Background: an optimization exercise with open tools, aiming at small area and a short achievable clock period. Do not read the settings as production practice.
The RTL was checked by simulation tests, not by an equivalence proof against the original design.
No activity file was given, so power comes from the tool's default toggle rates.

## flow/design.v (module list and top-level ports; edited modules follow where they fit)
// module fpu_adder: 145 lines
// module pipelined_fpu_mul_eff: 138 lines
// module mant_mul24: 2388 lines
// module add48: 355 lines
// module complex_multiplier: 61 lines
module complex_multiplier
(
	input clk, rst,
	input in_valid,
	input [31:0] x_real, x_imag, y_real, y_imag,
	output out_valid,
	output [31:0] xy_real, xy_imag
);
  // ...
==> flow/flow/run.sh <==
#!/bin/bash
# Layout flow: the standard layout (standard.sh: unchanged synthesis and
# ORFS steps, the design's SDC and clock period) with two ORFS settings given
# to make on its command line:
#  - BUFFER_PORTS_ARGS: the buffers ORFS puts on the input and output ports at
#    global placement are sky130_fd_sc_hd__buf_4 rather than the buffer it
#    picks by default (sky130_fd_sc_hd__clkdlybuf4s50_1, a slow delay cell);
#  - SETUP_SLACK_MARGIN: ORFS's repair_timing steps (after CTS and after global
#    routing) aim for 15.65 ns of setup slack instead of 0, so they also size
#    and buffer the slowest register-to-register paths (the clock period and
#    constraints are unchanged).
# make's full output goes to standard.log here; each ORFS step keeps its own
# log under orfs/logs/.
set -euo pipefail
bash standard.sh \
  "BUFFER_PORTS_ARGS=-buffer_cell sky130_fd_sc_hd__buf_4" \
  "SETUP_SLACK_MARGIN=15.65" \
  finish > standard.log 2>&1
==> flow/standard.sh <==
#!/bin/bash
# synth_recipe.tcl (not shown) runs the flow's synth.tcl, then flattens the netlist and writes it again
# the make line also repeats each setting of config.mk as NAME=value (left out here)
make -C /OpenROAD-flow-scripts/flow DESIGN_CONFIG=/design/flow/config.mk WORK_HOME=/design/flow/orfs CLKGATE_MAP_FILE= SYNTH_SCRIPT=/design/flow/synth_recipe.tcl "${@:-finish}"
==> flow/config.mk <==
export PLATFORM = sky130hd
export DESIGN_NAME = complex_multiplier
export DESIGN_NICKNAME = complex_multiplier
export VERILOG_FILES = /design/flow/design.v
export SDC_FILE = /design/flow/constraint.sdc
export NUM_CORES = 8
export LEC_CHECK = 0
export ABC_AREA = 1
export CAP_MARGIN = 20
export CORE_MARGIN = 2
export CORE_UTILIZATION = 62
export CTS_CLUSTER_DIAMETER = 200
export CTS_CLUSTER_SIZE = 18
export SLEW_MARGIN = 20
==> flow/constraint.sdc <==
create_clock -name core_clock -period 21.0 [get_ports {clk}]
set_input_delay 4.2000 -clock core_clock [delete_from_list [all_inputs] [get_ports {clk}]]
set_output_delay 4.2000 -clock core_clock [all_outputs]
set_load 0.01 [all_outputs]
==> run summary, run 1 <==
status=complete, no violations; top post-synthesis cells by area=sky130_fd_sc_hd__dfxtp_1 (23%), sky130_fd_sc_hd__fa_1 (15%), sky130_fd_sc_hd__xor2_1 (10%); Tightest Pin Transition=1320 ps; synthesized area=132000 µm²; proportion of synthesized area in mux cells=0.896%; relative contribution of the clock network to total power=8.1%; area delta synth->final=4.51%; switching portion of total power=53.3%; number of cells on the critical path=1; detailed router's first-iteration violation count=16300; main combinational cell family by area after synthesis=adder cells; RSZ-0062 raised after global routing=yes; most repeated cell in the gate-level netlist after synthesis=sky130_fd_sc_hd__nand2_1; Combinational Power Share=68.5%; met1 usage in global routing=56.8%; routability congestion estimate=1.07; Routed wire per std cell=25.2 µm; number of synthesized register bits=1549; GRT Resource Usage Total=44.0%; GR Util met3=16.7%; fin crit share=25.9%; wire length on met2=195 mm; wire length of the first global-routing pass=727 mm; largest net degree at the start of global routing=94; Min-Delay Path Depth=0; #MultiIn Comb=12500; sequential share of power=23.4%; GR Util met2=62.2%; deepest clock path buffer count=3; sequential-to-total area share from yosys stat=23.4%; number of enable-type register cells in the synthesized netlist=0; Compound-Gate Fraction of Synth Area=17.2%
==> module complex_multiplier, before the edit <==
module complex_multiplier
(
	input clk, rst,
	input in_valid,
	input [31:0] x_real, x_imag, y_real, y_imag,
	output out_valid,
	output [31:0] xy_real, xy_imag
);
	reg [8:0] valid_pipe;
	always @(posedge clk) begin
		if (rst)
			valid_pipe <= 9'b0;
		else
			valid_pipe <= {valid_pipe[7:0], in_valid};
	end
	assign out_valid = valid_pipe[8];
	reg [31:0] xr, xi, yr, yi;
	reg xr_h, xi_h, yr_h, yi_h;		 
	reg [12:0] yr_one, yr_two, yi_one, yi_two;
	always @(posedge clk) begin
		xr <= x_real;
		xi <= x_imag;
		yr <= y_real;
		yi <= y_imag;
		xr_h <= |x_real[30:23];
		xi_h <= |x_imag[30:23];
		yr_h <= |y_real[30:23];
		yi_h <= |y_imag[30:23];
		yr_one <= booth_one(y_real);
		yr_two <= booth_two(y_real);
		yi_one <= booth_one(y_imag);
		yi_two <= booth_two(y_imag);
	end
	wire [31:0] rr, ri, ir, ii;
	pipelined_fpu_mul_eff mrr(.clk(clk), .a(xr), .a_h(xr_h), .b(yr), .b_h(yr_h), .b_one(yr_one), .b_two(yr_two), .s(rr));
	pipelined_fpu_mul_eff mri(.clk(clk), .a(xr), .a_h(xr_h), .b(yi), .b_h(yi_h), .b_one(yi_one), .b_two(yi_two), .s(ri));
	pipelined_fpu_mul_eff mir(.clk(clk), .a(xi), .a_h(xi_h), .b(yr), .b_h(yr_h), .b_one(yr_one), .b_two(yr_two), .s(ir));
	pipelined_fpu_mul_eff mii(.clk(clk), .a(xi), .a_h(xi_h), .b(yi), .b_h(yi_h), .b_one(yi_one), .b_two(yi_two), .s(ii));
	fpu_adder realpart(.clk(clk), .a_d(rr), .b_d(ii), .sub(1'b1), .s(xy_real));
	fpu_adder imagpart(.clk(clk), .a_d(ri), .b_d(ir), .sub(1'b0), .s(xy_imag));
	function [25:0] booth_digits;
		input [31:0] f;
		reg [26:0] m;
		integer i;
		begin
			m = {2'b00, |f[30:23], f[22:0], 1'b0};
			for (i = 0; i < 13; i = i + 1) begin
				booth_digits[i] = m[2*i+1] ^ m[2*i];
				booth_digits[13+i] = (m[2*i+2] & ~m[2*i+1] & ~m[2*i]) | (~m[2*i+2] & m[2*i+1] & m[2*i]);
			end
		end
	endfunction
	function [12:0] booth_one;
		input [31:0] f;
		booth_one = booth_digits(f) >> 0;
	endfunction
	function [12:0] booth_two;
		input [31:0] f;
		booth_two = booth_digits(f) >> 13;
	endfunction
endmodule
==> run 2, diff against run 1 <==
--- a/flow/design.v
+++ b/flow/design.v
@@ -3044,3 +3044,3 @@
 	reg xr_h, xi_h, yr_h, yi_h;		 
-	reg [12:0] yr_one, yr_two, yi_one, yi_two;
+	wire [12:0] yr_one, yr_two, yi_one, yi_two;
 	always @(posedge clk) begin
@@ -3054,7 +3054,7 @@
 		yi_h <= |y_imag[30:23];
-		yr_one <= booth_one(y_real);
-		yr_two <= booth_two(y_real);
-		yi_one <= booth_one(y_imag);
-		yi_two <= booth_two(y_imag);
 	end
+	assign yr_one = booth_one({yr_h, yr[22:0]});
+	assign yr_two = booth_two({yr_h, yr[22:0]});
+	assign yi_one = booth_one({yi_h, yi[22:0]});
+	assign yi_two = booth_two({yi_h, yi[22:0]});
 	wire [31:0] rr, ri, ir, ii;
@@ -3067,3 +3067,3 @@
 	function [25:0] booth_digits;
-		input [31:0] f;
+		input [23:0] f;
 		reg [26:0] m;
@@ -3071,3 +3071,3 @@
 		begin
-			m = {2'b00, |f[30:23], f[22:0], 1'b0};
+			m = {2'b00, f, 1'b0};
 			for (i = 0; i < 13; i = i + 1) begin
@@ -3079,3 +3079,3 @@
 	function [12:0] booth_one;
-		input [31:0] f;
+		input [23:0] f;
 		booth_one = booth_digits(f) >> 0;
@@ -3083,3 +3083,3 @@
 	function [12:0] booth_two;
-		input [31:0] f;
+		input [23:0] f;
 		booth_two = booth_digits(f) >> 13;
==> run summary, run 2 <==
status=complete, no violations; relative contribution of the clock network to total power=7.8% (-0.3 points); startpoint of the worst-slack reg-to-reg timing path=yr[8]; Total Power Consumption=23.7 mW; count of boundary I/O pins=196; type of the worst setup path=flop to flop; synthesized instance count=17100; CP required=21530 ps; area fraction of the dominant cell type after synthesis=22.9%; sequential-to-total area share from yosys stat=22.9% (-0.53 points); synthesized area=131000 µm² (-0.73%); sequential share of power=22.9% (-0.5 points); Post-layout nets=18600; setup clock skew after layout=88.9 ps; placed cell count=19300; Sinks on Clock Net=1503; Max Clk Rate=180 MHz; crit-path max FO=24; routability congestion estimate=1.05 (-1.9%); Tightest Pin Transition=1280 ps (-36.7 ps); total clock buffers created by CTS=93; leakage power figure=62.9 nW; number of enable-type register cells in the synthesized netlist=0 (unchanged); net load switching power=12.8 mW; flip-flop cell with the highest count after synthesis=sky130_fd_sc_hd__dfxtp_1; worst reg2reg path endpoint=mrr.ra_q[18]; drt first pass iters=10; clk slew on worst S/H paths=90 ps; Post-Route WL=495 mm; CP Data Arrival Time=6090 ps; most used cells in the layout excluding fill and tap cells=sky130_fd_sc_hd__nand2_1 (2754), sky130_fd_sc_hd__inv_1 (1841), sky130_fd_sc_hd__o21ai_0 (1504); count of buffers from port buffering=195; deepest clock path buffer count=3 (unchanged); chip width=464 µm; Hold Path Sink=imagpart.nan_q; Yosys cell types=83; std cell rows=168; Detail Placement HPWL=357 mm; number of remaining DRC errors=0; final cell count without fillers=19400; number of antenna violations at the first check in global routing=48; die outline area=216000 µm²; ratio of cells with drive above 1 in the final layout=5.62%; fin crit share=26.4% (+0.56 points); routed vias/inst=6.41; number of synthesized register bits=1503 (-3.0%); number of buffers inserted by hold repair at cts=0; worst hold path class=flop to flop; peak ir drop on the vdd network=0.000149 V; count of vias placed by the detailed router=125000; Combinational Power Share=69.3% (+0.8 points); RSZ-0062 raised after global routing=yes; wire length of the first global-routing pass=734 mm (+0.90%); effective utilization at floorplan=62.5%; total gr overflow=0; TritonCTS clock tree=done; Critical Path Sink Type=flop; setup TNS after final layout=0 ps; most repeated cell in the gate-level netlist after synthesis=sky130_fd_sc_hd__nand2_1; Power Internal=10.9 mW; power density of the placed cells=172 nW/µm²; switching portion of total power=53.9% (+0.59 points); CTS H-Tree Depth=3; most frequent standard cell in the layout excluding fill and tap cells=sky130_fd_sc_hd__nand2_1; Critical Path Start Type=flop; number of global-route vias before repair=118000; headroom to the max-slew limit=14.5%; reg-to-reg setup timing slack=15450 ps; Avg Inst Size Synth=7.69 µm²; reported max-cap violation count=0; commonest cells in the netlist=sky130_fd_sc_hd__nand2_1 (2764), sky130_fd_sc_hd__inv_1 (1890), sky130_fd_sc_hd__o21ai_0 (1520), sky130_fd_sc_hd__dfxtp_1 (1503), sky130_fd_sc_hd__xor2_1 (1471); top post-synthesis cells by area=sky130_fd_sc_hd__dfxtp_1 (23%), sky130_fd_sc_hd__fa_1 (15%), sky130_fd_sc_hd__xor2_1 (9.8%); post-synth top area cell=sky130_fd_sc_hd__dfxtp_1; largest net degree at the start of global routing=119 (+27%); die outline height=464 µm; clock latency reported for the late side of the worst-skew pair=850 ps; number of hold violations in the final report=0; proportion of register bits with asynchronous set or reset after synthesis=0%; Hold Startpoint=imagpart.nan_q0; Routed wire per std cell=25.5 µm (+1.1%); Antenna Violating Nets Remaining=0; core box area=210000 µm²; path depth of the worst reg2reg path=11; filler cell count=18500; GRT Resource Usage Total=44.6% (+0.62 points); Min-Delay Path Depth=0 (unchanged); area delta synth->final=4.76%; net count of the mapped netlist=19100; detailed router's first-iteration violation count=17100 (+5.1%); count of final setup violators=0; yosys warns=3; Pins Over Slew Limit=0; root buffer cell=sky130_fd_sc_hd__clkbuf_16; clock period minus final worst setup slack=5550 ps
run 2: metrics by stage:
stage               instance area (µm²)  setup WS, ps  hold WS [ps]  utilization (%)
floorplan                        131000         16370           310                -
global placement                 134000         15720           310             64.0
detailed placement               134000         15660           312             64.0
CTS                              137000         15510           330             65.3
global route                     138000         15510           333             65.5
finish                           138000         15450           328             65.5
run 2: worst max-delay path, stage by stage, from the launching register on:
cell and delay, ps:
sky130_fd_sc_hd__dfxtp_1 880, sky130_fd_sc_hd__nor2_1 310, sky130_fd_sc_hd__a21oi_4 520, sky130_fd_sc_hd__buf_4 480, sky130_fd_sc_hd__o22ai_1 150, sky130_fd_sc_hd__xor2_1 210
sky130_fd_sc_hd__fa_1 530, sky130_fd_sc_hd__fa_1 400, sky130_fd_sc_hd__fa_1 570, sky130_fd_sc_hd__fa_1 460, sky130_fd_sc_hd__nand2_1 290, sky130_fd_sc_hd__o21ai_1 430
run 2: worst max path at each step:
stage | startpoint | end | slack, ps
2_1_floorplan | x_imag[24] | xi_h | 16370
4_1_cts | imagpart.res[31] | xy_imag[31] | 15510
5_1_grt | imagpart.res[31] | xy_imag[31] | 15510
3_3_place_gp | xr[8] | mrr.ra_q[18] | 15720
3_5_place_dp | xr[8] | mrr.ra_q[18] | 15660
6_report | yr[8] | mrr.ra_q[18] | 15450
run 2: cells by family after synthesis:
family | synth area share [%]
XOR/XNOR | 10.8
AND/OR/NAND/NOR | 15.8
multiplexers | 0.756
flip-flops | 22.9
buffers and inverters | 8.74
AO/OA/AOI/OAI | 17.7
adder cells (fa/ha/maj) | 23.4
run 2: power by group through the flow:
stage	logic, mW	registers (mW)	clock network, mW
2_1_floorplan	11.3	4.82	0
3_3_place_gp	15.4	5.40	0
3_5_place_dp	15.7	5.40	0
4_1_cts	15.9	5.36	1.86
5_1_grt	18.2	5.49	1.96
6_report	16.4	5.43	1.84
run 2: area by class of cell:
type	instances	area, µm²	share of cell area, %
Timing Repair inverter	4	22.5	0.0164
Sequential cell	1503	30200	21.9
Inverter	1955	7390	5.37
Tap cell	2805	3510	2.55
Antenna cell	18	45.0	0.0327
Multi-Input combinational cell	12600	90200	65.5
Timing Repair Buffer	461	3790	2.75
Clock inverter	7	143	0.104
Clock buffer	96	2360	1.71
run 2: layer usage:
layer	vias to the layer above	track usage, %	wire length [µm]
met2	8960	63.1	197000
met1	57300	57.0	185000
met3	2671	17.0	70900
met5	-	0.401	551
li1	55500	-	-
met4	42	28.0	40700
run 2: timing repair:
action                                  4_1_cts  5_1_grt
gates cloned                                  0       10
buffers inserted                              0        7
gates resized for setup                     101       66
endpoints found under the setup margin       66      242
pin swaps                                     0        6
==> module pipelined_fpu_mul_eff, before the edit <==
module pipelined_fpu_mul_eff
(
	input clk,
	input [31:0] a, b,
	input a_h, b_h,			 
	input [12:0] b_one, b_two,
	output [31:0] s
);
	wire [7:0] ea = a[30:23];
	wire [7:0] eb = b[30:23];
	wire a_expo_is_00 = ~a_h;
	wire b_expo_is_00 = ~b_h;
	wire a_expo_is_ff = &ea;
	wire b_expo_is_ff = &eb;
	wire a_frac_is_00 = ~|a[22:0];
	wire b_frac_is_00 = ~|b[22:0];
	wire a_is_inf = a_expo_is_ff & a_frac_is_00;
	wire a_is_nan = a_expo_is_ff & ~a_frac_is_00;
	wire a_is_0 = a_expo_is_00 & a_frac_is_00;
	wire b_is_inf = b_expo_is_ff & b_frac_is_00;
	wire b_is_nan = b_expo_is_ff & ~b_frac_is_00;
	wire b_is_0 = b_expo_is_00 & b_frac_is_00;
	wire is_nan = a_is_nan | b_is_nan | (a_is_inf & b_is_0) | (b_is_inf & a_is_0);
	wire is_inf = a_is_inf | b_is_inf;
	wire nan_a = (a[21:0] > b[21:0]);
	wire [23:0] a_frac24 = {~a_expo_is_00, a[22:0]};
	wire [23:0] b_frac24 = {~b_expo_is_00, b[22:0]};
	wire [12:0] b_neg = {1'b0, b_frac24[23], b_frac24[21], b_frac24[19], b_frac24[17], b_frac24[15],
		b_frac24[13], b_frac24[11], b_frac24[9], b_frac24[7], b_frac24[5], b_frac24[3], b_frac24[1]};
	wire [47:0] ra, rb;
	mant_mul24 mm(.x(a_frac24), .one(b_one), .two(b_two), .neg(b_neg), .ra(ra), .rb(rb));
	wire [8:0] S = {1'b0, ea[7:1], ea[0] | a_expo_is_00} + {1'b0, eb[7:1], eb[0] | b_expo_is_00};
	wire [5:0] lzs = lzc24(a_frac24) + lzc24(b_frac24);
	reg [47:0] ra_q, rb_q;
	reg [8:0] S_q;
	reg [5:0] lzs_q;
	reg sign_q, nan_q, inf_q, nan_a_q;
	always @(posedge clk) begin
		ra_q <= ~{ra[47:22], is_nan ? a[21:0] : ra[21:0]};
		rb_q <= ~{rb[47:22], is_nan ? b[21:0] : rb[21:0]};
		nan_a_q <= nan_a;
		S_q <= S;
		lzs_q <= lzs;
		sign_q <= a[31] ^ b[31];
		nan_q <= is_nan;
		inf_q <= is_inf;
	end
	wire [47:0] nz;
	add48 cpa(.a(ra_q), .b(rb_q), .s(nz));
	wire [47:0] z = ~nz;
	wire [9:0] rA = 10'd535 - lzs_q;
	wire [9:0] rB = 10'd663 - S_q;
	wire [9:0] rM = (rA > rB) ? rA : rB;
	wire [6:0] r = ~rM[9] ? 7'd0 : (rM[8:7] != 2'b00) ? 7'd127 : rM[6:0];
	wire [9:0] EmL = {1'b0, S_q} + 10'd385 - lzs_q;
	wire [8:0] Eb = (EmL < 10'd513) ? 9'd1 : EmL[8:0];
	wire L0 = (lzs_q == 6'd0);
	wire fA1 = L0 & (S_q == 9'd126);
	wire fA2 = L0 & (S_q < 9'd126);
	reg [47:0] z_q;
	reg [6:0] r_q;
	reg [8:0] Eb_q;
	reg fA1_q, fA2_q, sign_q2, nan_q2, inf_q2;
	always @(posedge clk) begin
		z_q <= {z[47:22], ~(nan_q ? (nan_a_q ? ra_q[21:0] : rb_q[21:0]) : nz[21:0])};
		r_q <= r;
		Eb_q <= Eb;
		fA1_q <= fA1;
		fA2_q <= fA2;
		sign_q2 <= sign_q;
		nan_q2 <= nan_q;
		inf_q2 <= inf_q;
	end
	wire [70:0] zz = {z_q, 23'h0} >> r_q;
	wire [47:0] y = zz[47:0];
	wire zA = fA1_q & z_q[47];
	wire [46:0] frac0 = zA ? z_q[47:1] : y[47] ? y[47:1] : y[46:0];
	wire frac_plus_1 = frac0[2] & (frac0[1] | frac0[0] | frac0[3]);
	wire [8:0] exp0 = zA ? 9'h0 : (y[47] | y[46]) ? Eb_q + y[47] : 9'h0;
	reg [23:0] fh_q;
	reg [8:0] e0_q;
	reg p1_q, sign_q3, nan_q3, inf_q3, ovfA_q3;
	always @(posedge clk) begin
		fh_q <= nan_q2 ? {2'b00, z_q[21:0]} : frac0[46:23];
		p1_q <= frac_plus_1 & ~nan_q2;
		e0_q <= exp0;
		sign_q3 <= sign_q2;
		nan_q3 <= nan_q2;
		inf_q3 <= inf_q2;
		ovfA_q3 <= fA2_q & z_q[47];
	end
	wire [24:0] frac_round = {1'b0, fh_q} + p1_q;
	wire [8:0] exp1 = frac_round[24] ? e0_q + 9'h1 : e0_q;
	wire overflow = (e0_q >= 9'h0ff) | (exp1 >= 9'h0ff) | ovfA_q3;
	reg [31:0] prod;
	always @(posedge clk) begin
		if (nan_q3)
			prod <= {1'b1, 8'hff, 1'b1, frac_round[21:0]};
		else if (overflow | inf_q3)
			prod <= {sign_q3, 8'hff, 23'h0};
		else
			prod <= {sign_q3, exp1[7:0], frac_round[22:0]};
	end
	assign s = prod;
	function [4:0] lzc24;
		input [23:0] v;
		reg [31:0] w;
		reg [15:0] z1;
		reg [15:0] c1;
		reg [7:0] z2;
		reg [15:0] c2;
		reg [3:0] z3;
		reg [11:0] c3;
		reg [1:0] z4;
		reg [7:0] c4;
		integer g;
		begin
			w = {v, 8'hff};
			for (g = 0; g < 16; g = g + 1) begin
				z1[g] = ~(w[2*g+1] | w[2*g]);
				c1[g] = ~w[2*g+1];
			end
			for (g = 0; g < 8; g = g + 1) begin
				z2[g] = z1[2*g+1] & z1[2*g];
				c2[2*g +: 2] = z1[2*g+1] ? {1'b1, c1[2*g]} : {1'b0, c1[2*g+1]};
			end
			for (g = 0; g < 4; g = g + 1) begin
				z3[g] = z2[2*g+1] & z2[2*g];
				c3[3*g +: 3] = z2[2*g+1] ? {1'b1, c2[2*(2*g) +: 2]} : {1'b0, c2[2*(2*g+1) +: 2]};
			end
			for (g = 0; g < 2; g = g + 1) begin
				z4[g] = z3[2*g+1] & z3[2*g];
				c4[4*g +: 4] = z3[2*g+1] ? {1'b1, c3[3*(2*g) +: 3]} : {1'b0, c3[3*(2*g+1) +: 3]};
			end
			lzc24 = z4[1] ? {1'b1, c4[3:0]} : {1'b0, c4[7:4]};
		end
	endfunction
endmodule
==> run 3, diff against run 2 <==
--- a/flow/design.v
+++ b/flow/design.v
@@ -183,4 +183,4 @@
 	always @(posedge clk) begin
-		ra_q <= ~{ra[47:22], is_nan ? a[21:0] : ra[21:0]};
-		rb_q <= ~{rb[47:22], is_nan ? b[21:0] : rb[21:0]};
+		ra_q <= ~{is_nan ? a[21:0] : ra[47:26], ra[25:0]};
+		rb_q <= ~{is_nan ? b[21:0] : rb[47:26], rb[25:0]};
 		nan_a_q <= nan_a;
@@ -209,3 +209,3 @@
 	always @(posedge clk) begin
-		z_q <= {z[47:22], ~(nan_q ? (nan_a_q ? ra_q[21:0] : rb_q[21:0]) : nz[21:0])};
+		z_q <= {z[47:22], ~(nan_q ? (nan_a_q ? ra_q[47:26] : rb_q[47:26]) : nz[21:0])};
 		r_q <= r;
@@ -3044,3 +3044,3 @@
 	reg xr_h, xi_h, yr_h, yi_h;		 
-	wire [12:0] yr_one, yr_two, yi_one, yi_two;
+	reg [12:0] yr_one, yr_two, yi_one, yi_two;
 	always @(posedge clk) begin
@@ -3054,7 +3054,7 @@
 		yi_h <= |y_imag[30:23];
+		yr_one <= booth_one(y_real);
+		yr_two <= booth_two(y_real);
+		yi_one <= booth_one(y_imag);
+		yi_two <= booth_two(y_imag);
 	end
-	assign yr_one = booth_one({yr_h, yr[22:0]});
-	assign yr_two = booth_two({yr_h, yr[22:0]});
-	assign yi_one = booth_one({yi_h, yi[22:0]});
-	assign yi_two = booth_two({yi_h, yi[22:0]});
 	wire [31:0] rr, ri, ir, ii;
@@ -3067,3 +3067,3 @@
 	function [25:0] booth_digits;
-		input [23:0] f;
+		input [31:0] f;
 		reg [26:0] m;
@@ -3071,3 +3071,3 @@
 		begin
-			m = {2'b00, f, 1'b0};
+			m = {2'b00, |f[30:23], f[22:0], 1'b0};
 			for (i = 0; i < 13; i = i + 1) begin
@@ -3079,3 +3079,3 @@
 	function [12:0] booth_one;
-		input [23:0] f;
+		input [31:0] f;
 		booth_one = booth_digits(f) >> 0;
@@ -3083,3 +3083,3 @@
 	function [12:0] booth_two;
-		input [23:0] f;
+		input [31:0] f;
 		booth_two = booth_digits(f) >> 13;
--- a/flow/config.mk
+++ b/flow/config.mk
@@ -10,5 +10,5 @@
 export CORE_MARGIN = 2
-export CORE_UTILIZATION = 62
-export CTS_CLUSTER_DIAMETER = 200
-export CTS_CLUSTER_SIZE = 18
+export CORE_UTILIZATION = 55
+export CTS_CLUSTER_DIAMETER = 150
+export CTS_CLUSTER_SIZE = 16
 export SLEW_MARGIN = 20
==> run summary, run 3 <==
status=complete, no violations; Setup Slack @ Placement=15410 ps (-244 ps); area delta synth->final=5.07%; CP required=16800 ps (-4730 ps); commonest cells in the netlist=sky130_fd_sc_hd__nand2_1 (2703), sky130_fd_sc_hd__inv_1 (1946), sky130_fd_sc_hd__dfxtp_1 (1541), sky130_fd_sc_hd__xor2_1 (1541), sky130_fd_sc_hd__o21ai_0 (1402); highest cell delay on the worst timing path=330 ps (-550 ps); CP Data Arrival Time=1260 ps (-4830 ps); number of cells on the critical path=1 (-10); total gr overflow=0 (unchanged); TritonCTS clock tree=done; crit-path max FO=1 (-96%); path depth of the worst reg2reg path=11 (unchanged); die outline area=245000 µm² (+14%); Post-layout nets=18600 (+0.22%); count of final setup violators=0 (unchanged); reg-to-reg setup timing slack=15760 ps (+310 ps); synthesized area=133000 µm² (+0.85%); die outline height=495 µm (+6.6%); peak ir drop on the vdd network=0.000130 V (-13%); count of buffers from port buffering=195 (unchanged); Max Clk Rate=183 MHz (+1.7%); Avg Inst Size Synth=7.75 µm² (+0.76%); reported max-cap violation count=0 (unchanged); drt first pass iters=7 (-3); filler cell count=22800 (+23%); post-layout utilization of the core=58.0% (-7.5 points); std cell rows=180 (+7.1%); worst hold path class=flop to flop; fin crit share=26.0% (-0.43 points); Sinks on Clock Net=1541 (+2.5%); crit path buf inv count=1 (unchanged); number of remaining DRC errors=0 (unchanged); core box area=240000 µm² (+14%); ratio of cells with drive above 1 in the final layout=5.95% (+0.33 points); category of cells accounting for the largest share of critical-path delay=flip-flops; CTS H-Tree Depth=3 (unchanged); most repeated cell in the gate-level netlist after synthesis=sky130_fd_sc_hd__nand2_1; buffers inserted by post-CTS timing repair=0 (unchanged); Tightest Pin Transition=1260 ps (-24.9 ps); synthesized instance count=17100 (+0.088%); Detail Placement HPWL=372 mm (+4.4%); highest-delay cell along the critical path=sky130_fd_sc_hd__dfxtp_2; headroom to the max-slew limit=16.3% (+1.8 points); GRT Resource Usage Total=40.2% (-4.4 points); Critical Path Start Type=flop; Post-Route WL=507 mm (+2.4%); clk slew on worst S/H paths=90 ps (about the same); largest net degree at the start of global routing=115 (-3.4%); Yosys cell types=81 (-2.4%); number of antenna violations at the first check in global routing=15 (-69%); area taken by flip-flops and latches=31000 µm² (+2.5%); Routed wire per std cell=25.5 µm (+0.23%); RSZ-0062 raised after global routing=yes; routability congestion estimate=1.01 (-3.2%); critical path capture point=xy_real[22]; power density of the placed cells=178 nW/µm² (+3.4%); setup TNS after final layout=0 ps (unchanged); deepest clock path buffer count=3 (unchanged); area of the multi-input gates=90100 µm² (-0.15%); Pins Over Slew Limit=0 (unchanged); leakage power figure=63.7 nW (+1.2%); startpoint of the worst-slack reg-to-reg timing path=xr_h; flip-flop cell with the highest count after synthesis=sky130_fd_sc_hd__dfxtp_1; Total Power Consumption=24.8 mW (+4.6%); type of the worst setup path=flop to primary output; yosys warns=3 (unchanged); post-synth top area cell=sky130_fd_sc_hd__dfxtp_1; number of hold violations in the final report=0 (unchanged); net count of the mapped netlist=19100 (+0.058%); most used cells in the layout excluding fill and tap cells=sky130_fd_sc_hd__nand2_1 (2699), sky130_fd_sc_hd__inv_1 (1900), sky130_fd_sc_hd__xor2_1 (1541); total clock buffers created by CTS=107 (+15%); worst reg2reg path endpoint=mri.rb_q[31]; top post-synthesis cells by area=sky130_fd_sc_hd__dfxtp_1 (23%), sky130_fd_sc_hd__fa_1 (15%), sky130_fd_sc_hd__xor2_1 (10%); clock period minus final worst setup slack=5460 ps (-90.8 ps); wire length of the first global-routing pass=743 mm (+1.3%); clock latency reported for the late side of the worst-skew pair=850 ps (about the same); effective utilization at floorplan=55.2% (-7.3 points); detailed router's first-iteration violation count=14500 (-15%); area fraction of the dominant cell type after synthesis=23.3% (+0.38 points); Critical Path Sink Type=primary output; Antenna Violating Nets Remaining=0 (unchanged); count of vias placed by the detailed router=122000 (-2.3%); number of global-route vias before repair=115000 (-2.2%); crit-path cells=buf_6; root buffer cell=sky130_fd_sc_hd__clkbuf_16; final worst slack=15540 ps (+90.8 ps); most frequent standard cell in the layout excluding fill and tap cells=sky130_fd_sc_hd__nand2_1; chip width=495 µm (+6.6%); sequential-to-total area share from yosys stat=23.3% (+0.38 points); number of synthesized register bits=1541 (+2.5%); routed vias/inst=6.13 (-4.3%); setup clock skew after layout=75.2 ps (-13.8 ps); crit path launch=realpart.res[22]; proportion of register bits with asynchronous set or reset after synthesis=0% (unchanged); number of enable-type register cells in the synthesized netlist=0 (unchanged); count of boundary I/O pins=196 (unchanged)
-- run 3: cell types whose count changed after synthesis, moves of 27 or more --
cell | previous run | this run
sky130_fd_sc_hd__clkbuf_1 | 836 | 696
sky130_fd_sc_hd__o21ai_0 | 1520 | 1402
sky130_fd_sc_hd__buf_1 | 163 | 273
sky130_fd_sc_hd__xor2_1 | 1471 | 1541
sky130_fd_sc_hd__nand2_1 | 2764 | 2703
sky130_fd_sc_hd__mux2_2 | 2 | 62
sky130_fd_sc_hd__inv_1 | 1890 | 1946
sky130_fd_sc_hd__inv_2 | 41 | 84
sky130_fd_sc_hd__dfxtp_1 | 1503 | 1541
sky130_fd_sc_hd__xnor2_1 | 141 | 106
sky130_fd_sc_hd__a31oi_1 | 70 | 97
-- run 3: cell families (layout without fill, tap and decap cells) --
group | Yosys count | count (layout) | share of synthesized area [%]
flip-flops | 1541 | 1541 | 23.3
adder cells (fa/ha/maj) | 1848 | 1848 | 23.2
buffers and inverters | 3060 | 2612 | 8.78
XOR/XNOR | 1647 | 1647 | 10.9
other | 0 | 12 | 0
AO/OA/AOI/OAI | 3910 | 3910 | 17.1
multiplexers | 157 | 157 | 1.24
AND/OR/NAND/NOR | 4933 | 4933 | 15.5
-- run 3: power by group --
part / internal [mW] / leakage [nW] / total (mW) / switching, mW
Clock: 0.920 / 1.41 / 2.04 / 1.12
Sequential: 4.34 / 12.9 / 5.60 / 1.25
Combinational: 6.31 / 49.3 / 17.1 / 10.8
-- run 3: stage by stage --
stage	instances	hold slack [ps]	cell area [µm²]
CTS	19800	327	139000
detailed placement	19700	312	136000
floorplan	17100	310	133000
global placement	19700	311	136000
finish	19800	328	139000
global route	19800	334	139000
-- run 3: routing by layer --
metal  wire length, µm  vias to the layer above  global-route usage (%)
met5               105                        -                       0
met4             34200                       14                    22.5
met3             63600                     1724                    13.0
met2            207000                     7399                    58.4
met1            202000                    57000                    52.7
li1                  -                    55600                       -
-- run 3: timing repair --
item,CTS,global route
cloned,0,1
gates resized for setup,109,27
endpoints found under the setup margin,65,123
hold buffers,0,0
hold endpoints to repair,0,0
-- run 3: cell type report --
class	instances	share of cell area, %
tap	3185	2.86
timing repair buffer	446	2.59
clock buffer	110	1.95
multi-input combinational	12500	64.7
inverter	2045	5.52
antenna	12	0.0216
sequential	1541	22.2
clock inverter	10	0.127
timing repair inverter	1	0.00539
-- run 3: worst min-delay path by stage --
stage | slack, ps | from | end | cells after the start
after global placement | 310 | realpart.inf_q0 | realpart.inf_q | 0
after global routing | 330 | mrr.sign_q2 | mrr.sign_q3 | 0
after floorplan | 310 | imagpart.inf_q0 | imagpart.inf_q | 0
after detailed placement | 310 | mir.sign_q2 | mir.sign_q3 | 0
after CTS | 330 | realpart.nan_q0 | realpart.nan_q | 0
final | 330 | mrr.sign_q2 | mrr.sign_q3 | 0
==> run 4, diff against run 3 <==
--- a/flow/config.mk
+++ b/flow/config.mk
@@ -11,4 +11,4 @@
 export CORE_UTILIZATION = 55
-export CTS_CLUSTER_DIAMETER = 150
-export CTS_CLUSTER_SIZE = 16
+export CTS_CLUSTER_DIAMETER = 200
+export CTS_CLUSTER_SIZE = 18
 export SLEW_MARGIN = 20
==> run summary, run 4 <==
setup TNS after final layout=0 ps (unchanged); number of antenna violations at the first check in global routing=16 (+1); number of remaining DRC errors=0 (unchanged); std cell rows=180 (unchanged); routability congestion estimate=1.01 (unchanged); area delta synth->final=4.78%; fin crit share=25.9% (-0.089 points); highest cell delay on the worst timing path=330 ps (about the same); count of boundary I/O pins=196 (unchanged); Tightest Pin Transition=1240 ps (-15.6 ps); setup clock skew after layout=69.5 ps (-5.62 ps); CP required=16800 ps (about the same); worst hold path class=flop to flop; total gr overflow=0 (unchanged); Yosys cell types=81 (unchanged); wire length of the first global-routing pass=742 mm (-0.15%); count of buffers from port buffering=195 (unchanged); effective utilization at floorplan=55.2% (unchanged); most repeated cell in the gate-level netlist after synthesis=sky130_fd_sc_hd__nand2_1; count of final setup violators=0 (unchanged); number of global-route vias before repair=115000 (-0.13%); leakage power figure=63.5 nW (-0.29%); Critical Path Start Type=flop; Post-Route WL=506 mm (-0.17%); RSZ-0062 raised after global routing=yes; crit-path max FO=1 (unchanged); most used cells in the layout excluding fill and tap cells=sky130_fd_sc_hd__nand2_1 (2699), sky130_fd_sc_hd__inv_1 (1900), sky130_fd_sc_hd__xor2_1 (1541); flip-flop cell with the highest count after synthesis=sky130_fd_sc_hd__dfxtp_1; TritonCTS clock tree=done; headroom to the max-slew limit=17.2% (+0.92 points); category of cells accounting for the largest share of critical-path delay=flip-flops; drt first pass iters=7 (unchanged); proportion of register bits with asynchronous set or reset after synthesis=0% (unchanged); number of synthesized register bits=1541 (unchanged); Sinks on Clock Net=1541 (unchanged); buffers inserted by post-CTS timing repair=0 (unchanged); clock period minus final worst setup slack=5440 ps (-18.6 ps); crit-path cells=buf_6; reported max-cap violation count=0 (unchanged); highest-delay cell along the critical path=sky130_fd_sc_hd__dfxtp_2; top post-synthesis cells by area=sky130_fd_sc_hd__dfxtp_1 (23%), sky130_fd_sc_hd__fa_1 (15%), sky130_fd_sc_hd__xor2_1 (10%); core box area=240000 µm² (unchanged); status=complete, no violations; number of enable-type register cells in the synthesized netlist=0 (unchanged); deepest clock path buffer count=3 (unchanged); ratio of cells with drive above 1 in the final layout=5.86% (-0.090 points); Max Clk Rate=184 MHz (+0.34%); die outline height=495 µm (unchanged); CP Data Arrival Time=1240 ps (-20 ps); root buffer cell=sky130_fd_sc_hd__clkbuf_16; Detail Placement HPWL=372 mm (unchanged); largest net degree at the start of global routing=115 (unchanged); Pins Over Slew Limit=0 (unchanged); synthesized instance count=17100 (unchanged); detailed router's first-iteration violation count=14200 (-2.3%); Routed wire per std cell=25.5 µm (about the same); sequential-to-total area share from yosys stat=23.3% (unchanged); chip width=495 µm (unchanged); type of the worst setup path=flop to primary output; net count of the mapped netlist=19100 (unchanged); Avg Inst Size Synth=7.75 µm² (unchanged); final cell count without fillers=19800 (-0.091%); synthesized area=133000 µm² (unchanged); total clock buffers created by CTS=95 (-11%); Total Power Consumption=24.6 mW (-0.56%); peak ir drop on the vdd network=0.000124 V (-4.8%); post-synth top area cell=sky130_fd_sc_hd__dfxtp_1; commonest cells in the netlist=sky130_fd_sc_hd__nand2_1 (2703), sky130_fd_sc_hd__inv_1 (1946), sky130_fd_sc_hd__dfxtp_1 (1541), sky130_fd_sc_hd__xor2_1 (1541), sky130_fd_sc_hd__o21ai_0 (1402); Antenna Violating Nets Remaining=0 (unchanged); die outline area=245000 µm² (unchanged); Post-layout nets=18600 (-0.070%); number of hold violations in the final report=0 (unchanged); GRT Resource Usage Total=40.2% (-0.056 points); final-layout worst hold slack=306 ps (-22.1 ps); crit path buf inv count=1 (unchanged); power density of the placed cells=177 nW/µm² (-0.29%); clk slew on worst S/H paths=80 ps (about the same); Critical Path Sink Type=primary output; placed cell count=19700 (unchanged); most frequent standard cell in the layout excluding fill and tap cells=sky130_fd_sc_hd__nand2_1; area fraction of the dominant cell type after synthesis=23.3% (unchanged); count of vias placed by the detailed router=121000 (-0.20%); routed vias/inst=6.13 (-0.11%); CTS H-Tree Depth=3 (unchanged); number of buffers inserted by hold repair at cts=0 (unchanged); clock latency reported for the late side of the worst-skew pair=820 ps (-30 ps); yosys warns=3 (unchanged)
-- run 4: cell counts after synthesis --
No cell type changed its count.
-- run 4: where the power goes --
group          leakage [nW]  switching, mW  total (mW)  internal, mW
registers              12.9           1.25        5.59          4.34
clock network          1.23           1.09        1.90         0.815
logic                  49.3           10.8        17.1          6.32
-- run 4: per-stage QoR --
| stage | cell area (µm²) | util (%) | worst slack, ps |
|---|---|---|---|
| 6_report | 139000 | 57.8 | 15560 |
| 2_1_floorplan | 133000 | - | 16190 |
| 3_3_place_gp | 136000 | 56.6 | 15370 |
| 5_1_grt | 139000 | 57.8 | 15510 |
| 3_5_place_dp | 136000 | 56.6 | 15410 |
| 4_1_cts | 139000 | 57.8 | 15490 |
-- run 4: cell families (layout without fill, tap and decap cells) --
family | Yosys count | after routing | share of synthesized area, %
and+or+nand+nor | 4933 | 4933 | 15.5
AOI/OAI and AO/OA | 3910 | 3910 | 17.1
buffers and inverters | 3060 | 2595 | 8.78
adders and majority gates | 1848 | 1848 | 23.2
xor gates and xnor gates | 1647 | 1647 | 10.9
DFF | 1541 | 1541 | 23.3
muxes | 157 | 157 | 1.24
other | 0 | 11 | 0
-- run 4: layer usage --
metal | vias to the layer above | track usage (%) | share of wire [%]
met5 | - | 0 | 0.025
met4 | 18 | 22.0 | 6.6
met3 | 1700 | 13.0 | 13
met2 | 7289 | 58.4 | 41
met1 | 56900 | 52.7 | 40
li1 | 55600 | - | -
-- run 4: worst paths after layout --
kind	startpoint	end	slack (ps)	depth (start not counted)
max	imagpart.res[16]	xy_imag[16]	15560	1
min	imagpart.temp_exp[0]	imagpart.te_q[0]	310	0
max reg2reg	xr_h	mri.rb_q[34]	15740	11
min reg2reg	imagpart.temp_exp[0]	imagpart.te_q[0]	310	0
-- run 4: final cells by class --
| cell class | count | area (µm²) |
|---|---|---|
| clock inverters | 7 | 154 |
| fillers | 22800 | 101000 |
| repair buffers | 445 | 3580 |
| repair inverters | 1 | 7.51 |
| diodes | 11 | 27.5 |
| clock buffers | 97 | 2380 |
| well taps | 3185 | 3990 |
| flip-flops and latches | 1541 | 31000 |
| inverters | 2045 | 7690 |
| multi-input cells | 12500 | 90100 |
-- run 4: timing repair --
item,4_1_cts,5_1_grt
hold endpoints to repair,0,0
resized for setup,110,26
gates cloned,0,1
endpoints found under the setup margin,65,116
==> run 5, diff against run 4 <==
--- a/flow/design.v
+++ b/flow/design.v
@@ -150,2 +150,5 @@
 	input a_h, b_h,			 
+	input a_nan, a_inf, a_0,	 
+	input b_nan, b_inf, b_0,
+	input [4:0] a_lz, b_lz,		 
 	input [12:0] b_one, b_two,
@@ -157,14 +160,4 @@
 	wire b_expo_is_00 = ~b_h;
-	wire a_expo_is_ff = &ea;
-	wire b_expo_is_ff = &eb;
-	wire a_frac_is_00 = ~|a[22:0];
-	wire b_frac_is_00 = ~|b[22:0];
-	wire a_is_inf = a_expo_is_ff & a_frac_is_00;
-	wire a_is_nan = a_expo_is_ff & ~a_frac_is_00;
-	wire a_is_0 = a_expo_is_00 & a_frac_is_00;
-	wire b_is_inf = b_expo_is_ff & b_frac_is_00;
-	wire b_is_nan = b_expo_is_ff & ~b_frac_is_00;
-	wire b_is_0 = b_expo_is_00 & b_frac_is_00;
-	wire is_nan = a_is_nan | b_is_nan | (a_is_inf & b_is_0) | (b_is_inf & a_is_0);
-	wire is_inf = a_is_inf | b_is_inf;
+	wire is_nan = a_nan | b_nan | (a_inf & b_0) | (b_inf & a_0);
+	wire is_inf = a_inf | b_inf;
 	wire nan_a = (a[21:0] > b[21:0]);
@@ -177,3 +170,3 @@
 	wire [8:0] S = {1'b0, ea[7:1], ea[0] | a_expo_is_00} + {1'b0, eb[7:1], eb[0] | b_expo_is_00};
-	wire [5:0] lzs = lzc24(a_frac24) + lzc24(b_frac24);
+	wire [5:0] lzs = a_lz + b_lz;
 	reg [47:0] ra_q, rb_q;
@@ -249,35 +242,2 @@
 	assign s = prod;
-	function [4:0] lzc24;
-		input [23:0] v;
-		reg [31:0] w;
-		reg [15:0] z1;
-		reg [15:0] c1;
-		reg [7:0] z2;
-		reg [15:0] c2;
-		reg [3:0] z3;
-		reg [11:0] c3;
-		reg [1:0] z4;
-		reg [7:0] c4;
-		integer g;
-		begin
-			w = {v, 8'hff};
-			for (g = 0; g < 16; g = g + 1) begin
-				z1[g] = ~(w[2*g+1] | w[2*g]);
-				c1[g] = ~w[2*g+1];
-			end
-			for (g = 0; g < 8; g = g + 1) begin
-				z2[g] = z1[2*g+1] & z1[2*g];
-				c2[2*g +: 2] = z1[2*g+1] ? {1'b1, c1[2*g]} : {1'b0, c1[2*g+1]};
-			end
-			for (g = 0; g < 4; g = g + 1) begin
-				z3[g] = z2[2*g+1] & z2[2*g];
-				c3[3*g +: 3] = z2[2*g+1] ? {1'b1, c2[2*(2*g) +: 2]} : {1'b0, c2[2*(2*g+1) +: 2]};
-			end
-			for (g = 0; g < 2; g = g + 1) begin
-				z4[g] = z3[2*g+1] & z3[2*g];
-				c4[4*g +: 4] = z3[2*g+1] ? {1'b1, c3[3*(2*g) +: 3]} : {1'b0, c3[3*(2*g+1) +: 3]};
-			end
-			lzc24 = z4[1] ? {1'b1, c4[3:0]} : {1'b0, c4[7:4]};
-		end
-	endfunction
 endmodule
@@ -3043,4 +3003,8 @@
 	reg [31:0] xr, xi, yr, yi;
-	reg xr_h, xi_h, yr_h, yi_h;		 
-	reg [12:0] yr_one, yr_two, yi_one, yi_two;
+	reg xr_h, xi_h, yr_h, yi_h;
+	reg xr_nan, xi_nan, yr_nan, yi_nan;
+	reg xr_inf, xi_inf, yr_inf, yi_inf;
+	reg xr_0, xi_0, yr_0, yi_0;
+	reg [4:0] xr_lz, xi_lz, yr_lz, yi_lz;
+	reg [12:0] yr_one, yr_two, yi_one, yi_two;	 
 	always @(posedge clk) begin
@@ -3054,16 +3018,75 @@
 		yi_h <= |y_imag[30:23];
-		yr_one <= booth_one(y_real);
-		yr_two <= booth_two(y_real);
-		yi_one <= booth_one(y_imag);
-		yi_two <= booth_two(y_imag);
+		yr_one <= booth_one({|y_real[30:23], y_real[22:0]});
+		yr_two <= booth_two({|y_real[30:23], y_real[22:0]});
+		yi_one <= booth_one({|y_imag[30:23], y_imag[22:0]});
+		yi_two <= booth_two({|y_imag[30:23], y_imag[22:0]});
+		{xr_nan, xr_inf, xr_0, xr_lz} <= classify(x_real);
+		{xi_nan, xi_inf, xi_0, xi_lz} <= classify(x_imag);
+		{yr_nan, yr_inf, yr_0, yr_lz} <= classify(y_real);
+		{yi_nan, yi_inf, yi_0, yi_lz} <= classify(y_imag);
 	end
 	wire [31:0] rr, ri, ir, ii;
-	pipelined_fpu_mul_eff mrr(.clk(clk), .a(xr), .a_h(xr_h), .b(yr), .b_h(yr_h), .b_one(yr_one), .b_two(yr_two), .s(rr));
-	pipelined_fpu_mul_eff mri(.clk(clk), .a(xr), .a_h(xr_h), .b(yi), .b_h(yi_h), .b_one(yi_one), .b_two(yi_two), .s(ri));
-	pipelined_fpu_mul_eff mir(.clk(clk), .a(xi), .a_h(xi_h), .b(yr), .b_h(yr_h), .b_one(yr_one), .b_two(yr_two), .s(ir));
-	pipelined_fpu_mul_eff mii(.clk(clk), .a(xi), .a_h(xi_h), .b(yi), .b_h(yi_h), .b_one(yi_one), .b_two(yi_two), .s(ii));
+	pipelined_fpu_mul_eff mrr(.clk(clk),
+		.a_nan(xr_nan), .a_inf(xr_inf), .a_0(xr_0), .a_lz(xr_lz),
+		.b_nan(yr_nan), .b_inf(yr_inf), .b_0(yr_0), .b_lz(yr_lz),
+		.a(xr), .a_h(xr_h), .b(yr), .b_h(yr_h), .b_one(yr_one), .b_two(yr_two), .s(rr));
+	pipelined_fpu_mul_eff mri(.clk(clk),
+		.a_nan(xr_nan), .a_inf(xr_inf), .a_0(xr_0), .a_lz(xr_lz),
+		.b_nan(yi_nan), .b_inf(yi_inf), .b_0(yi_0), .b_lz(yi_lz),
+		.a(xr), .a_h(xr_h), .b(yi), .b_h(yi_h), .b_one(yi_one), .b_two(yi_two), .s(ri));
+	pipelined_fpu_mul_eff mir(.clk(clk),
+		.a_nan(xi_nan), .a_inf(xi_inf), .a_0(xi_0), .a_lz(xi_lz),
+		.b_nan(yr_nan), .b_inf(yr_inf), .b_0(yr_0), .b_lz(yr_lz),
+		.a(xi), .a_h(xi_h), .b(yr), .b_h(yr_h), .b_one(yr_one), .b_two(yr_two), .s(ir));
+	pipelined_fpu_mul_eff mii(.clk(clk),
+		.a_nan(xi_nan), .a_inf(xi_inf), .a_0(xi_0), .a_lz(xi_lz),
+		.b_nan(yi_nan), .b_inf(yi_inf), .b_0(yi_0), .b_lz(yi_lz),
+		.a(xi), .a_h(xi_h), .b(yi), .b_h(yi_h), .b_one(yi_one), .b_two(yi_two), .s(ii));
 	fpu_adder realpart(.clk(clk), .a_d(rr), .b_d(ii), .sub(1'b1), .s(xy_real));
 	fpu_adder imagpart(.clk(clk), .a_d(ri), .b_d(ir), .sub(1'b0), .s(xy_imag));
-	function [25:0] booth_digits;
+	function [7:0] classify;
 		input [31:0] f;
+		reg e00, eff, f00;
+		begin
+			e00 = ~|f[30:23];
+			eff = &f[30:23];
+			f00 = ~|f[22:0];
+			classify = {eff & ~f00, eff & f00, e00 & f00, lzc24({~e00, f[22:0]})};
+		end
+	endfunction
+	function [4:0] lzc24;
+		input [23:0] v;
+		reg [31:0] w;
+		reg [15:0] z1;
+		reg [15:0] c1;
+		reg [7:0] z2;
+		reg [15:0] c2;
+		reg [3:0] z3;
+		reg [11:0] c3;
+		reg [1:0] z4;
+		reg [7:0] c4;
+		integer g;
+		begin
+			w = {v, 8'hff};
+			for (g = 0; g < 16; g = g + 1) begin
+				z1[g] = ~(w[2*g+1] | w[2*g]);
+				c1[g] = ~w[2*g+1];
+			end
+			for (g = 0; g < 8; g = g + 1) begin
+				z2[g] = z1[2*g+1] & z1[2*g];
+				c2[2*g +: 2] = z1[2*g+1] ? {1'b1, c1[2*g]} : {1'b0, c1[2*g+1]};
+			end
+			for (g = 0; g < 4; g = g + 1) begin
+				z3[g] = z2[2*g+1] & z2[2*g];
+				c3[3*g +: 3] = z2[2*g+1] ? {1'b1, c2[2*(2*g) +: 2]} : {1'b0, c2[2*(2*g+1) +: 2]};
+			end
+			for (g = 0; g < 2; g = g + 1) begin
+				z4[g] = z3[2*g+1] & z3[2*g];
+				c4[4*g +: 4] = z3[2*g+1] ? {1'b1, c3[3*(2*g) +: 3]} : {1'b0, c3[3*(2*g+1) +: 3]};
+			end
+			lzc24 = z4[1] ? {1'b1, c4[3:0]} : {1'b0, c4[7:4]};
+		end
+	endfunction
+	function [25:0] booth_digits;
+		input [23:0] f;
 		reg [26:0] m;
@@ -3071,3 +3094,3 @@
 		begin
-			m = {2'b00, |f[30:23], f[22:0], 1'b0};
+			m = {2'b00, f, 1'b0};
 			for (i = 0; i < 13; i = i + 1) begin
@@ -3079,3 +3102,3 @@
 	function [12:0] booth_one;
-		input [31:0] f;
+		input [23:0] f;
 		booth_one = booth_digits(f) >> 0;
@@ -3083,3 +3106,3 @@
 	function [12:0] booth_two;
-		input [31:0] f;
+		input [23:0] f;
 		booth_two = booth_digits(f) >> 13;
--- a/flow/flow/run.sh
+++ b/flow/flow/run.sh
@@ -8,3 +8,3 @@
 #  - SETUP_SLACK_MARGIN: ORFS's repair_timing steps (after CTS and after global
-#    routing) aim for 15.65 ns of setup slack instead of 0, so they also size
+#    routing) aim for 15.8 ns of setup slack instead of 0, so they also size
 #    and buffer the slowest register-to-register paths (the clock period and
@@ -16,3 +16,3 @@
   "BUFFER_PORTS_ARGS=-buffer_cell sky130_fd_sc_hd__buf_4" \
-  "SETUP_SLACK_MARGIN=15.65" \
+  "SETUP_SLACK_MARGIN=15.8" \
   finish > standard.log 2>&1
--- a/flow/config.mk
+++ b/flow/config.mk
@@ -10,3 +10,3 @@
 export CORE_MARGIN = 2
-export CORE_UTILIZATION = 55
+export CORE_UTILIZATION = 62
 export CTS_CLUSTER_DIAMETER = 200
==> run summary, run 5 <==
status=complete, no violations; root buffer cell=sky130_fd_sc_hd__clkbuf_16; chip width=468 µm (-5.5%); proportion of register bits with asynchronous set or reset after synthesis=0% (unchanged); leakage power figure=64.0 nW (+0.79%); wire length of the first global-routing pass=752 mm (+1.3%); highest-delay cell along the critical path=sky130_fd_sc_hd__dfxtp_2; clk slew on worst S/H paths=80 ps (about the same); filler cell count=19100 (-16%); category of cells accounting for the largest share of critical-path delay=flip-flops; synthesized instance count=17200 (+0.74%); Total Power Consumption=25.4 mW (+3.3%); final worst slack=15570 ps (+14.2 ps); largest net degree at the start of global routing=106 (-7.8%); highest cell delay on the worst timing path=330 ps (about the same); headroom to the max-slew limit=14.3% (-2.9 points); routed vias/inst=6.37 (+4.0%); Max Clk Rate=184 MHz (+0.26%); Area after DPL=137000 µm² (+0.42%); core box area=214000 µm² (-11%); Yosys cell types=81 (unchanged); Post-layout nets=18800 (+0.85%); Critical Path Start Type=flop; deepest clock path buffer count=3 (unchanged); most repeated cell in the gate-level netlist after synthesis=sky130_fd_sc_hd__nand2_1; sequential-to-total area share from yosys stat=23.6% (+0.33 points); number of enable-type register cells in the synthesized netlist=0 (unchanged); Tightest Pin Transition=1290 ps (+45.2 ps); die outline area=219000 µm² (-11%); Design Area, Final=140000 µm² (+0.52%); ratio of cells with drive above 1 in the final layout=5.66% (-0.19 points); GRT Resource Usage Total=45.8% (+5.7 points); peak ir drop on the vdd network=0.000200 V (+61%); reported max-cap violation count=0 (unchanged); path depth of the worst reg2reg path=12 (+1); count of boundary I/O pins=196 (unchanged); flip-flop cell with the highest count after synthesis=sky130_fd_sc_hd__dfxtp_1; final-layout worst hold slack=329 ps (+22.8 ps); number of hold violations in the final report=0 (unchanged); GR Util met3=18.3% (+5.3 points); commonest cells in the netlist=sky130_fd_sc_hd__nand2_1 (2761), sky130_fd_sc_hd__inv_1 (1950), sky130_fd_sc_hd__dfxtp_1 (1571), sky130_fd_sc_hd__xor2_1 (1538), sky130_fd_sc_hd__o21ai_0 (1372); number of remaining DRC errors=0 (unchanged); total gr overflow=0 (unchanged); type of the worst setup path=flop to primary output; Avg Inst Size Synth=7.74 µm² (-0.21%); effective utilization at floorplan=62.2% (+7.0 points); net count of the mapped netlist=19200 (+0.67%); fin crit share=25.9% (-0.068 points); Antenna Violating Nets Remaining=0 (unchanged); count of vias placed by the detailed router=125000 (+3.1%); post-synth top area cell=sky130_fd_sc_hd__dfxtp_1; crit-path max FO=1 (unchanged); RSZ-0062 raised after global routing=yes; area fraction of the dominant cell type after synthesis=23.6% (+0.33 points); synthesized area=133000 µm² (+0.53%); crit path buf inv count=1 (unchanged); setup TNS after final layout=0 ps (unchanged); Setup Slack @ Placement=14610 ps (-799 ps); Critical Path Sink Type=primary output; clock latency reported for the late side of the worst-skew pair=830 ps (about the same); count of final setup violators=0 (unchanged); number of buffers inserted by hold repair at cts=0 (unchanged); GR Util met2=65.5% (+7.1 points); clock period minus final worst setup slack=5430 ps (-14.2 ps); TritonCTS clock tree=done; Pins Over Slew Limit=0 (unchanged); Detail Placement HPWL=375 mm (+0.58%); detailed router's first-iteration violation count=16300 (+15%); std cell rows=170 (-5.6%); setup clock skew after layout=64.7 ps (-4.80 ps); top post-synthesis cells by area=sky130_fd_sc_hd__dfxtp_1 (24%), sky130_fd_sc_hd__fa_1 (15%), sky130_fd_sc_hd__xor2_1 (10%); total clock buffers created by CTS=97 (+2.1%); CP required=16800 ps (about the same); most congested layer reported by global routing=met2; met1 usage in global routing=56.9% (+4.2 points); power density of the placed cells=182 nW/µm² (+2.7%); area delta synth->final=4.77% (about the same); Sinks on Clock Net=1571 (+1.9%); drt first pass iters=12 (+5); worst hold path class=flop to flop; most frequent standard cell in the layout excluding fill and tap cells=sky130_fd_sc_hd__nand2_1; Min-Delay Path Depth=0 (unchanged); CP Data Arrival Time=1230 ps (about the same); yosys warns=3 (unchanged); routability congestion estimate=1.06 (+4.0%); Post-Route WL=513 mm (+1.4%); reg-to-reg setup timing slack=15700 ps (-40 ps); number of antenna violations at the first check in global routing=29 (+13); number of global-route vias before repair=118000 (+2.3%); Routed wire per std cell=26.1 µm (+2.4%); count of buffers from port buffering=195 (unchanged); crit-path cells=buf_6; CTS H-Tree Depth=3 (unchanged); die outline height=468 µm (-5.5%); most used cells in the layout excluding fill and tap cells=sky130_fd_sc_hd__nand2_1 (2750), sky130_fd_sc_hd__inv_1 (1899), sky130_fd_sc_hd__xor2_1 (1538); number of cells on the critical path=1 (unchanged); number of synthesized register bits=1571 (+1.9%)
==> run 5: changes by cell type in the layout (fill, tap and decap cells not counted), sizes merged, moves of 21 or more <==
cell,previous run,this run
buf,445,466
nand3,640,661
mux2,62,4
o21ai,1431,1406
dfxtp,1541,1571
nor2,1103,1129
nand2,2720,2779
a21oi,750,819
==> run 5: path summary, 6_finish.rpt <==
kind,startpoint,to
setup / recovery,imagpart.res[7],xy_imag[7]
hold / removal,imagpart.nan_q,imagpart.nan_q2
setup reg to reg,xi[19],mir.ra_q[31]
hold reg to reg,imagpart.nan_q,imagpart.nan_q2
==> run 5: report_power, final <==
group / internal (mW) / switching [mW] / total (mW)
sequential: 4.40 / 1.27 / 5.68
clock: 0.831 / 1.09 / 1.93
combinational: 6.53 / 11.3 / 17.8
total: 11.8 / 13.7 / 25.4
==> run 5: logic make-up (layout without fill, tap and decap cells) <==
group	Yosys count	in the layout	share of synthesized area, %
DFF	1571	1571	23.6
AOI/OAI and AO/OA	3940	3940	17.1
xor gates and xnor gates	1660	1660	10.9
and+or+nand+nor	5058	5058	15.8
other	0	19	0
muxes	95	95	0.718
adders and majority gates	1848	1848	23.1
buffers and inverters	3051	2619	8.75
==> run 5: final cells by class <==
cell class | count | area, µm² | share of cell area (%)
Timing Repair Buffer | 466 | 3770 | 2.70
Tap cell | 2838 | 3550 | 2.54
Timing Repair inverter | 2 | 10.0 | 0.00717
Clock buffer | 99 | 2430 | 1.74
Inverter | 2044 | 7730 | 5.54
Clock inverter | 8 | 133 | 0.0950
Sequential cell | 1571 | 31600 | 22.6
Antenna cell | 19 | 47.5 | 0.0341
Multi-Input combinational cell | 12600 | 90400 | 64.7
==> run 5: timing repair <==
action,CTS,global route
endpoints found under the setup margin,101,145
buffers inserted,0,2
gates cloned,0,2
resized for setup,115,40
==> run 5: stage by stage <==
stage	instances	utilization, %
4_1_cts	19600	65.1
3_3_place_gp	19500	63.7
2_1_floorplan	17200	-
6_report	19600	65.2
3_5_place_dp	19500	63.7
5_1_grt	19600	65.2
==> run 5: per-layer routing <==
metal	routed length (µm)	share of wire (%)
met5	372	0.073
met4	41600	8.1
met3	76400	15
met2	206000	40
met1	189000	37
==> run 6, diff against run 5 <==
--- a/flow/flow/run.sh
+++ b/flow/flow/run.sh
@@ -8,3 +8,3 @@
 #  - SETUP_SLACK_MARGIN: ORFS's repair_timing steps (after CTS and after global
-#    routing) aim for 15.8 ns of setup slack instead of 0, so they also size
+#    routing) aim for 15.65 ns of setup slack instead of 0, so they also size
 #    and buffer the slowest register-to-register paths (the clock period and
@@ -16,3 +16,3 @@
   "BUFFER_PORTS_ARGS=-buffer_cell sky130_fd_sc_hd__buf_4" \
-  "SETUP_SLACK_MARGIN=15.8" \
+  "SETUP_SLACK_MARGIN=15.65" \
   finish > standard.log 2>&1
--- a/flow/config.mk
+++ b/flow/config.mk
@@ -10,5 +10,5 @@
 export CORE_MARGIN = 2
-export CORE_UTILIZATION = 62
-export CTS_CLUSTER_DIAMETER = 200
-export CTS_CLUSTER_SIZE = 18
+export CORE_UTILIZATION = 55
+export CTS_CLUSTER_DIAMETER = 150
+export CTS_CLUSTER_SIZE = 16
 export SLEW_MARGIN = 20
==> run summary, run 6 <==
status=complete, no violations; worst hold path class=flop to flop; sequential share of power=22.0% (-0.3 points); final worst slack=15530 ps (-39.9 ps); clock period minus final worst setup slack=5470 ps (+39.9 ps); filler cell count=22900 (+20%); power density of the placed cells=183 nW/µm² (+0.38%); Detail Placement HPWL=387 mm (+3.3%); total clock buffers created by CTS=108 (+11%); proportion of register bits with asynchronous set or reset after synthesis=0% (unchanged); switching portion of total power=53.7% (-0.091 points); routability congestion estimate=1.03 (-2.4%); most used cells in the layout excluding fill and tap cells=sky130_fd_sc_hd__nand2_1 (2754), sky130_fd_sc_hd__inv_1 (1904), sky130_fd_sc_hd__xor2_1 (1538); Combinational Power Share=70.0% (about the same); net count of the mapped netlist=19200 (unchanged); Setup Slack @ Placement=14450 ps (-161 ps); buffers inserted by post-CTS timing repair=0 (unchanged); highest cell delay on the worst timing path=320 ps (about the same); total gr overflow=0 (unchanged); chip width=496 µm (+6.1%); CTS H-Tree Depth=3 (unchanged); Routed wire per std cell=26.4 µm (+1.1%); std cell rows=180 (+5.9%); GRT Resource Usage Total=41.8% (-4.0 points); core box area=241000 µm² (+12%); Max Clk Rate=183 MHz (-0.73%); synthesized instance count=17200 (unchanged); Total Power Consumption=25.7 mW (+0.86%); Post-Route WL=528 mm (+3.0%); Avg Inst Size Synth=7.74 µm² (unchanged); net load switching power=13.8 mW (+0.68%); count of final setup violators=0 (unchanged); detailed router's first-iteration violation count=15600 (-4.3%); count of buffers from port buffering=195 (unchanged); root buffer cell=sky130_fd_sc_hd__clkbuf_16; Power Internal=11.9 mW (+1.1%); final-layout worst hold slack=299 ps (-29.9 ps); Tightest Pin Transition=1220 ps (-61.2 ps); headroom to the max-slew limit=17.5% (+3.2 points); synthesized area=133000 µm² (unchanged); crit-path max FO=1 (unchanged); most repeated cell in the gate-level netlist after synthesis=sky130_fd_sc_hd__nand2_1; drt first pass iters=11 (-1); number of remaining DRC errors=0 (unchanged); Yosys cell types=81 (unchanged); clock latency reported for the late side of the worst-skew pair=840 ps (about the same); peak ir drop on the vdd network=0.000174 V (-13%); leakage power figure=64.1 nW (+0.26%); Sinks on Clock Net=1571 (unchanged); highest-delay cell along the critical path=sky130_fd_sc_hd__dfxtp_2; sequential-to-total area share from yosys stat=23.6% (unchanged); effective utilization at floorplan=55.3% (-6.9 points); deepest clock path buffer count=3 (unchanged); die outline height=496 µm (+6.1%); count of boundary I/O pins=196 (unchanged); die outline area=246000 µm² (+13%); category of cells accounting for the largest share of critical-path delay=flip-flops; count of vias placed by the detailed router=124000 (-1.3%); number of synthesized register bits=1571 (unchanged); Post-layout nets=18800 (+0.080%); Critical Path Start Type=flop; area fraction of the dominant cell type after synthesis=23.6% (unchanged); number of antenna violations at the first check in global routing=27 (-6.9%); routed vias/inst=6.17 (-3.1%); setup TNS after final layout=0 ps (unchanged); largest net degree at the start of global routing=121 (+14%); relative contribution of the clock network to total power=8.0% (+0.4 points); final cell count without fillers=20000 (+1.9%); setup clock skew after layout=66.2 ps (+1.46 ps); Antenna Violating Nets Remaining=0 (unchanged); type of the worst setup path=flop to primary output; post-synth top area cell=sky130_fd_sc_hd__dfxtp_1; RSZ-0062 raised after global routing=yes; clk slew on worst S/H paths=80 ps (about the same); CP required=16800 ps (about the same); number of enable-type register cells in the synthesized netlist=0 (unchanged); Pins Over Slew Limit=0 (unchanged); area delta synth->final=5.27%; top post-synthesis cells by area=sky130_fd_sc_hd__dfxtp_1 (24%), sky130_fd_sc_hd__fa_1 (15%), sky130_fd_sc_hd__xor2_1 (10%); CP Data Arrival Time=1270 ps (+40 ps); yosys warns=3 (unchanged); fin crit share=26.0% (+0.19 points); crit path buf inv count=1 (unchanged); placed cell count=19900 (+1.8%); wire length of the first global-routing pass=767 mm (+2.1%); number of global-route vias before repair=116000 (-0.90%); crit-path cells=buf_6; flip-flop cell with the highest count after synthesis=sky130_fd_sc_hd__dfxtp_1; ratio of cells with drive above 1 in the final layout=5.65% (-0.017 points); commonest cells in the netlist=sky130_fd_sc_hd__nand2_1 (2761), sky130_fd_sc_hd__inv_1 (1950), sky130_fd_sc_hd__dfxtp_1 (1571), sky130_fd_sc_hd__xor2_1 (1538), sky130_fd_sc_hd__o21ai_0 (1372); number of hold violations in the final report=0 (unchanged); Critical Path Sink Type=primary output; TritonCTS clock tree=done; most frequent standard cell in the layout excluding fill and tap cells=sky130_fd_sc_hd__nand2_1; reported max-cap violation count=0 (unchanged)
## run 6: cell counts after synthesis
No cell type changed its count.
## run 6: power by group through the flow
stage	clock (mW)	sequential [mW]	combinational, mW
finish	2.06	5.63	18.0
global route	2.19	5.70	19.9
CTS	2.10	5.55	17.4
detailed placement	0	5.60	17.3
global placement	0	5.60	17.2
floorplan	0	4.99	12.2
## run 6: timing repair
item                       CTS  global route
setup endpoints to repair   69            89
gates resized for setup    117            22
cloned                       0             0
hold buffers                 0             0
hold endpoints to repair     0             0
## run 6: path summary, 6_finish.rpt
path | from | end | slack, ps | cells after the start
setup / recovery | realpart.res[22] | xy_real[22] | 15530 | 1
hold / removal | mrr.inf_q2 | mrr.inf_q3 | 300 | 0
setup reg to reg | xi[18] | mii.rb_q[34] | 15600 | 12
hold reg to reg | mrr.inf_q2 | mrr.inf_q3 | 300 | 0
## run 6: layout make-up
| type | count | area (µm²) | area share [%] |
|---|---|---|---|
| tap | 3185 | 3990 | 2.84 |
| antenna | 23 | 57.6 | 0.0410 |
| timing repair buffer | 472 | 3810 | 2.72 |
| multi-input combinational | 12600 | 90200 | 64.3 |
| inverter | 2044 | 7700 | 5.49 |
| clock buffer | 111 | 2740 | 1.95 |
| clock inverter | 8 | 174 | 0.124 |
| sequential | 1571 | 31600 | 22.5 |
## run 6: routing by layer
layer / wire length (µm) / share of wire [%] / GRT usage (%) / up-vias
met5: 233 / 0.044 / 0.444 / -
met4: 38900 / 7.4 / 25.2 / 16
met3: 68700 / 13 / 14.3 / 1773
met2: 215000 / 41 / 60.4 / 7744
met1: 205000 / 39 / 53.8 / 58000
li1: - / - / - / 56100
## run 6: per-stage QoR
stage	util [%]	area, µm²
2_1_floorplan	-	133000
3_3_place_gp	56.9	137000
3_5_place_dp	56.9	137000
4_1_cts	58.2	140000
5_1_grt	58.2	140000
6_report	58.2	140000
## run 6: logic make-up after synthesis
family                     share of synthesized area, %
muxes                                             0.718
and+or+nand+nor                                    15.8
DFF                                                23.6
buffers and inverters                              8.75
xor gates and xnor gates                           10.9
AOI/OAI and AO/OA                                  17.1
adders and majority gates                          23.1

-- re-timing with driven ports --
The results above use ideal ports. As a check the final layouts listed here were re-extracted and re-timed, cells and wires unchanged. Step 1: set_driving_cell puts a clkbuf_16 on clk and a buf_2 on each other input, an assumption about the parent block. Step 2 moves the port delays by t, midway between the first and last clock arrival at a register: inputs arrive t later, outputs are due t later. That takes back most of the time a late clock gives input paths. a / b / c = ideal ports / drivers / drivers and shift; a / b = the first two.
| run | t (ns) | slack for setup (ns) | pins driven straight from the clock port |
|---|---|---|---|
| run 1 | 0.905 | 15.563 / 15.459 / 15.501 | 1 |
| run 2 | 0.917 | 15.446 / 15.446 / 15.446 | 1 |
| run 3 | 0.922 | 15.537 / 15.432 / 15.337 | 1 |
| run 4 | 0.891 | 15.555 / 15.449 / 15.297 | 1 |
| run 5 | 0.904 | 15.570 / 15.460 / 15.089 | 1 |
| run 6 | 0.916 | 15.530 / 15.421 / 14.858 | 1 |
After both steps every run listed still meets setup and hold. For run 6, which loses most, drivers alone change the setup slack by -0.109 ns; drivers and shift together by -0.672 ns.
